This is an optimization exercise on Yosys and OpenROAD, whose aim is small area, not a production implementation.
Only simulation tests tie the RTL to the original design; equivalence was not proved.
Power is estimated from default activity; no workload was simulated.

==> flow/design.v <==
module dino_game_top(
    input clk, rst,
    input jump, crouch,
    output [7:0] dinor,
    output [15:0] outc,
    output [6:0] HEX0, HEX1, HEX2, HEX3, HEX4, HEX5
);
    reg [5:0] u;
    wire [2:0] row = u[5:3];
    wire scan  = (u[2:0] == 3'd7);      
    wire gsamp = (u == 6'd35);          
    wire gtick = (u == 6'd39);          
    always @(posedge clk or negedge rst)
        if (!rst) u <= 6'd4;
        else u <= u + 6'd1;
    assign dinor = ~(8'b00000001 << row);
    wire button = !jump || !crouch;
    reg [5:0] blink_cnt;
    reg blink;
    always @(posedge clk or negedge rst) begin
        if (!rst) begin
            blink_cnt <= 0; blink <= 0;
        end else if (scan) begin
            if (blink_cnt[5] & blink_cnt[3]) begin    
                blink_cnt <= 0; blink <= ~blink;
            end else
                blink_cnt <= blink_cnt + 6'd1;
        end
    end
    reg [5:0] h;
    reg [3:0] anim_cnt;
    reg anim;
    reg jp, cp;             
    wire notjump = &h[5:1];
    wire crouching = notjump & h[0];
    wire running = notjump & ~h[0];
    always @(posedge clk)
        if (gsamp) begin
            jp <= !jump; cp <= !crouch;
        end
    always @(posedge clk or negedge rst) begin
        if (!rst) begin
            h <= 6'd62; anim_cnt <= 0; anim <= 0;
        end else if (gtick) begin
            if (anim_cnt[3] & anim_cnt[1]) begin    
                anim_cnt <= 0; anim <= ~anim;
            end else
                anim_cnt <= anim_cnt + 4'd1;
            if (running) begin
                if (jp) h <= 6'd0;
                else if (cp) h <= 6'd63;
            end else if (crouching) begin
                if (!cp) h <= 6'd62;
            end else begin
                if (&h[5:2]) h <= 6'd62;    
                else h <= h + 6'd1;
            end
        end
    end
    reg [15:0] p;
    always @(posedge clk or negedge rst)
        if (!rst) p <= 16'h62B5;
        else p <= {p[14:0], p[15] ^ p[13] ^ p[12] ^ p[10]};
    reg [1:0] gsr;
    reg pat;
    reg [4:0] x;
    reg [2:0] d;
    reg f;
    reg shape;
    reg [15:0] dino_row;
    always @(*) begin
        case ({crouching, ~notjump, anim})
            3'b000: case (row)
                3'd5: dino_row=16'b0001100000000000;
                3'd4: dino_row=16'b0001010000000000;
                3'd3: dino_row=16'b0101100000000000;
                3'd2: dino_row=16'b0111100000000000;
                3'd1: dino_row=16'b0011000000000000;
                3'd0: dino_row=16'b0010100000000000;
                default: dino_row=0; endcase
            3'b001: case (row)
                3'd5: dino_row=16'b0001100000000000;
                3'd4: dino_row=16'b0001010000000000;
                3'd3: dino_row=16'b0101100000000000;
                3'd2: dino_row=16'b0111100000000000;
                3'd1: dino_row=16'b0011000000000000;
                3'd0: dino_row=16'b0101000000000000;
                default: dino_row=0; endcase
            3'b010: case (row)
                3'd7: dino_row=16'b0100000000000000;
                3'd6: dino_row=16'b0010011000000000;
                3'd5: dino_row=16'b0011110100000000;
                3'd4: dino_row=16'b0001111000000000;
                3'd3: dino_row=16'b0001010000000000;
                default: dino_row=0; endcase
            3'b011: case (row)
                3'd7: dino_row=16'b0100000000000000;
                3'd6: dino_row=16'b0010011000000000;
                3'd5: dino_row=16'b0011110100000000;
                3'd4: dino_row=16'b0001111000000000;
                3'd3: dino_row=16'b0010001000000000;
                default: dino_row=0; endcase
            3'b100: case (row)
                3'd3: dino_row=16'b0100110000000000;
                3'd2: dino_row=16'b0111111000000000;
                3'd1: dino_row=16'b0011100000000000;
                3'd0: dino_row=16'b0010010000000000;
                default: dino_row=0; endcase
            default: case (row)
                3'd3: dino_row=16'b0100110000000000;
                3'd2: dino_row=16'b0111111000000000;
                3'd1: dino_row=16'b0011100000000000;
                3'd0: dino_row=16'b0100100000000000;
                default: dino_row=0; endcase
        endcase
    end
    reg [4:0] obs_raw;
    always @(*) begin
        if (!f) obs_raw = 0;
        else if (shape == 0) begin  
            case (row)
                3'd2: obs_raw=5'b00101;
                3'd1: obs_raw=5'b01011;
                3'd0: obs_raw=5'b01001;
                default: obs_raw=0; endcase
        end else begin  
            case (row)
                3'd7: obs_raw=5'b00010;
                3'd6: obs_raw=5'b00110;
                3'd5: obs_raw=5'b10111;
                3'd4: obs_raw=5'b01110;
                default: obs_raw=0; endcase
        end
    end
    wire [31:0] obs_wide = {27'b0, obs_raw} << x;
    wire [15:0] obs_row = obs_wide[31:16];
    wire [15:0] game_row = dino_row | obs_row;
    wire coll = |(dino_row & obs_row);
    reg [15:0] start_row, end_row;
    always @(*) begin
        case (row)
            3'd2: start_row = 16'b0000000010000000;
            3'd3: start_row = 16'b0000000011000000;
            3'd4: start_row = 16'b0000000011100000;
            3'd5: start_row = 16'b0000000011000000;
            3'd6: start_row = 16'b0000000010000000;
            default: start_row = 16'b0000000000000000;
        endcase
        case (row)
            3'd3: end_row = 16'b1110100010110000;
            3'd4: end_row = 16'b1000100110101000;
            3'd5: end_row = 16'b1110101010100100;
            3'd6: end_row = 16'b1000110010101000;
            3'd7: end_row = 16'b1110100010110000;
            default: end_row = 16'b0000000000000000;
        endcase
    end
    assign outc = !pat ? 16'b0 :
                  gsr[1] ? end_row :
                  gsr[0] ? game_row : start_row;
    wire [1:0] gs = (gsr == 2'd1 && pat && coll) ? 2'd2 : gsr;
    wire gs_run = (gs == 2'd1);
    always @(posedge clk or negedge rst) begin
        if (!rst) begin
            gsr <= 0; pat <= 0;
        end else if (scan) begin
            case (gs)
                2'd1: begin gsr <= 2'd1; pat <= 1'b1; end
                2'd0: if (button) begin gsr <= 2'd1; pat <= 1'b0; end
                      else begin gsr <= 2'd0; pat <= blink; end
                default: if (button) begin gsr <= 2'd0; pat <= 1'b0; end
                      else begin gsr <= 2'd2; pat <= blink; end
            endcase
        end
    end
    always @(posedge clk or negedge rst) begin
        if (!rst) begin
            x <= 5'd11; d <= 3'd5; f <= 0; shape <= 0;
        end else if (gtick) begin
            case (gs)
                2'd0: begin
                    x <= 5'd11; d <= 3'd5; f <= 0; shape <= 0;
                end
                2'd1: begin
                    if (!(d[2] & d[0]))    
                        d <= d + 3'd1;
                    else begin
                        d <= 0;
                        x <= x + 5'd1;
                        if (x == 5'd31) begin
                            f <= 1'b1;
                            if (f) shape <= p[15];
                        end
                    end
                end
                default: x <= 0;
            endcase
        end
    end
    reg [3:0] tc;
    wire tc9 = tc[3] & tc[0];    
    always @(posedge clk)
        if (gs_run && !tc9) tc <= tc + 4'd1;
        else tc <= 0;
    reg [3:0] digit0, digit1, digit2, digit3, digit4, digit5;
    always @(posedge clk or negedge rst) begin
        if (!rst) begin
            digit0 <= 0; digit1 <= 0; digit2 <= 0;
            digit3 <= 0; digit4 <= 0; digit5 <= 0;
        end else if (gs_run) begin
            if (tc9) begin
                if (digit0[3] & digit0[0]) begin
                    digit0 <= 0;
                    if (digit1[3] & digit1[0]) begin
                        digit1 <= 0;
                        if (digit2[3] & digit2[0]) begin
                            digit2 <= 0;
                            if (digit3[3] & digit3[0]) begin
                                digit3 <= 0;
                                if (digit4[3] & digit4[0]) begin
                                    digit4 <= 0;
                                    if (digit5[3] & digit5[0]) digit5 <= 0;
                                    else digit5 <= digit5 + 4'd1;
                                end else digit4 <= digit4 + 4'd1;
                            end else digit3 <= digit3 + 4'd1;
                        end else digit2 <= digit2 + 4'd1;
                    end else digit1 <= digit1 + 4'd1;
                end else digit0 <= digit0 + 4'd1;
            end
        end else if (button) begin
            digit0 <= 0; digit1 <= 0; digit2 <= 0;
            digit3 <= 0; digit4 <= 0; digit5 <= 0;
        end
    end
    function [6:0] seg7;
        input [3:0] n;
        begin
            case (n)
                4'h0: seg7 = 7'b1000000;
                4'h1: seg7 = 7'b1111001;
                4'h2: seg7 = 7'b0100100;
                4'h3: seg7 = 7'b0110000;
                4'h4: seg7 = 7'b0011001;
                4'h5: seg7 = 7'b0010010;
                4'h6: seg7 = 7'b0000010;
                4'h7: seg7 = 7'b1111000;
                4'h8: seg7 = 7'b0000000;
                4'h9: seg7 = 7'b0010000;
                4'ha: seg7 = 7'b0000100;
                4'hb: seg7 = 7'b0110000;
                4'hc: seg7 = 7'b0010010;
                4'hd: seg7 = 7'b0010010;
                4'he: seg7 = 7'b0000010;
                default: seg7 = 7'b1111000;
            endcase
        end
    endfunction
    assign HEX0 = seg7(digit0);
    assign HEX1 = seg7(digit1);
    assign HEX2 = seg7(digit2);
    assign HEX3 = seg7(digit3);
    assign HEX4 = seg7(digit4);
    assign HEX5 = seg7(digit5);
endmodule
Settings: LEC_CHECK=0, ABC_AREA=1, CAP_MARGIN=20, CORE_MARGIN=2, CORE_UTILIZATION=50, SLEW_MARGIN=20; clock period 10.0 ns.
standard.sh (not shown) runs the stock make flow with config.mk's settings and CLKGATE_MAP_FILE= SYNTH_SCRIPT=/design/flow/synth_recipe.tcl, a recipe that flattens the netlist after the stock synthesis.
==> flow/flow/run.sh <==
#!/bin/bash
# Own flow: the standard ORFS layout (standard.sh), with these changes:
#  - synthesis: no half/full-adder cells (abc maps adders as plain gates), and
#    the final abc mapping uses flow/area.abc (area-oriented dch + amap);
#    everything else, registers included, is the standard flow's synthesis script;
#  - the port buffers are buf_1 cells;
#  - CTS uses clkbuf_8 buffers, larger sink clusters and no dummy loads.
# Every tool's output goes to standard_flow.log here, and ORFS's own logs to orfs/logs.
set -euo pipefail
work=$PWD
export ADDER_MAP_FILE=
export BUFFER_PORTS_ARGS="-buffer_cell sky130_fd_sc_hd__buf_1"
export CTS_ARGS="-sink_clustering_enable -repair_clock_nets -buf_list sky130_fd_sc_hd__clkbuf_8 -sink_clustering_size 40 -sink_clustering_max_diameter 100 -dont_use_dummy_load"
export MY_ABC_SCRIPT=$work/flow/area.abc
cat > $work/own_synth.tcl <<EOT
# The standard flow's synthesis script, with abc's -script replaced by \$::env(MY_ABC_SCRIPT)
proc abc {args} {
  set i [lsearch -exact \$args -script]
  if { \$i >= 0 } {
    set args [lreplace \$args [expr {\$i + 1}] [expr {\$i + 1}] \$::env(MY_ABC_SCRIPT)]
  }
  yosys abc {*}\$args
}
source $work/synth_recipe.tcl
EOT
sed "s|SYNTH_SCRIPT=[^ ]*|SYNTH_SCRIPT=$work/own_synth.tcl|" standard.sh > own_standard.sh
grep -q "SYNTH_SCRIPT=$work/own_synth.tcl" own_standard.sh
bash own_standard.sh > standard_flow.log 2>&1
==> flow/flow/area.abc <==
strash
dc2
dch -f
amap
mfs
strash
dc2
dch -f
amap
topo
The baseline passed the timing, design-rule and antenna checks.
Next try:
--- a/flow/flow/run.sh
+++ b/flow/flow/run.sh
@@ -2,8 +2,8 @@
 # Own flow: the standard ORFS layout (standard.sh), with these changes:
 #  - synthesis: no half/full-adder cells (abc maps adders as plain gates), and
-#    the final abc mapping uses flow/area.abc (area-oriented dch + amap);
+#    the final abc mapping uses flow/area.abc (deepsyn for 60 s, then dch + amap);
 #    everything else, registers included, is the standard flow's synthesis script;
 #  - the port buffers are buf_1 cells;
-#  - CTS uses clkbuf_8 buffers, larger sink clusters and no dummy loads.
+#  - CTS uses a clkbuf_8 root, clkbuf_4 buffers, larger sink clusters and no dummy loads.
 # Every tool's output goes to standard_flow.log here, and ORFS's own logs to orfs/logs.
 set -euo pipefail
@@ -11,5 +11,5 @@
 export ADDER_MAP_FILE=
 export BUFFER_PORTS_ARGS="-buffer_cell sky130_fd_sc_hd__buf_1"
-export CTS_ARGS="-sink_clustering_enable -repair_clock_nets -buf_list sky130_fd_sc_hd__clkbuf_8 -sink_clustering_size 40 -sink_clustering_max_diameter 100 -dont_use_dummy_load"
+export CTS_ARGS="-sink_clustering_enable -repair_clock_nets -root_buf sky130_fd_sc_hd__clkbuf_8 -buf_list sky130_fd_sc_hd__clkbuf_4 -sink_clustering_size 40 -sink_clustering_max_diameter 100 -dont_use_dummy_load"
 export MY_ABC_SCRIPT=$work/flow/area.abc
 cat > $work/own_synth.tcl <<EOT
==> flow/flow/area.abc (replaced) <==
strash
&get -n
&deepsyn -T 60
&put
dch -f
amap
strash
dch -f
amap
topo
Outcome: Clock power goes up by about 3%. Synthesized cell count goes down by 6.6%. Sequential share of layout area goes up by 2.1 points. Hold slack gains 0.028 ns. Global-route usage goes up by 1.1 points. Combinational power goes down by 40%. Die area goes down by 5.2%. Wire length goes down by 0.35%. Power goes down by 12%.

## what the ideal ports hide
The flow's constraints put no driver on any port. The routed layouts listed below were extracted and timed again, unchanged, in two steps. Step 1 (the two cells are an assumption about what drives the block):
set clk [get_ports {clk}]
set_driving_cell -lib_cell sky130_fd_sc_hd__clkbuf_16 $clk
set_driving_cell -lib_cell sky130_fd_sc_hd__buf_2 [delete_from_list [all_inputs] $clk]
Step 2 also shifts input and output timing later by t, the mid clock arrival at the registers, as if the neighbouring blocks saw the same clock. a / b / c = no drivers / after step 1 / after step 2; a / b = the first two.
| run | t, ns | setup WS [ns] | worst hold slack (ns) | worst register clock-pin slew, ns | pins driven straight from the clock port |
|---|---|---|---|---|---|
| the first run | 0.358 | 3.247 / 3.247 / 3.247 | 0.335 / 0.335 / 0.335 | 0.09 / 0.09 | 1 |
| the second run | 0.360 | 3.603 / 3.603 / 3.603 | 0.363 / 0.363 / 0.363 | 0.09 / 0.09 | 1 |
After both steps setup and hold are still met in every run listed.
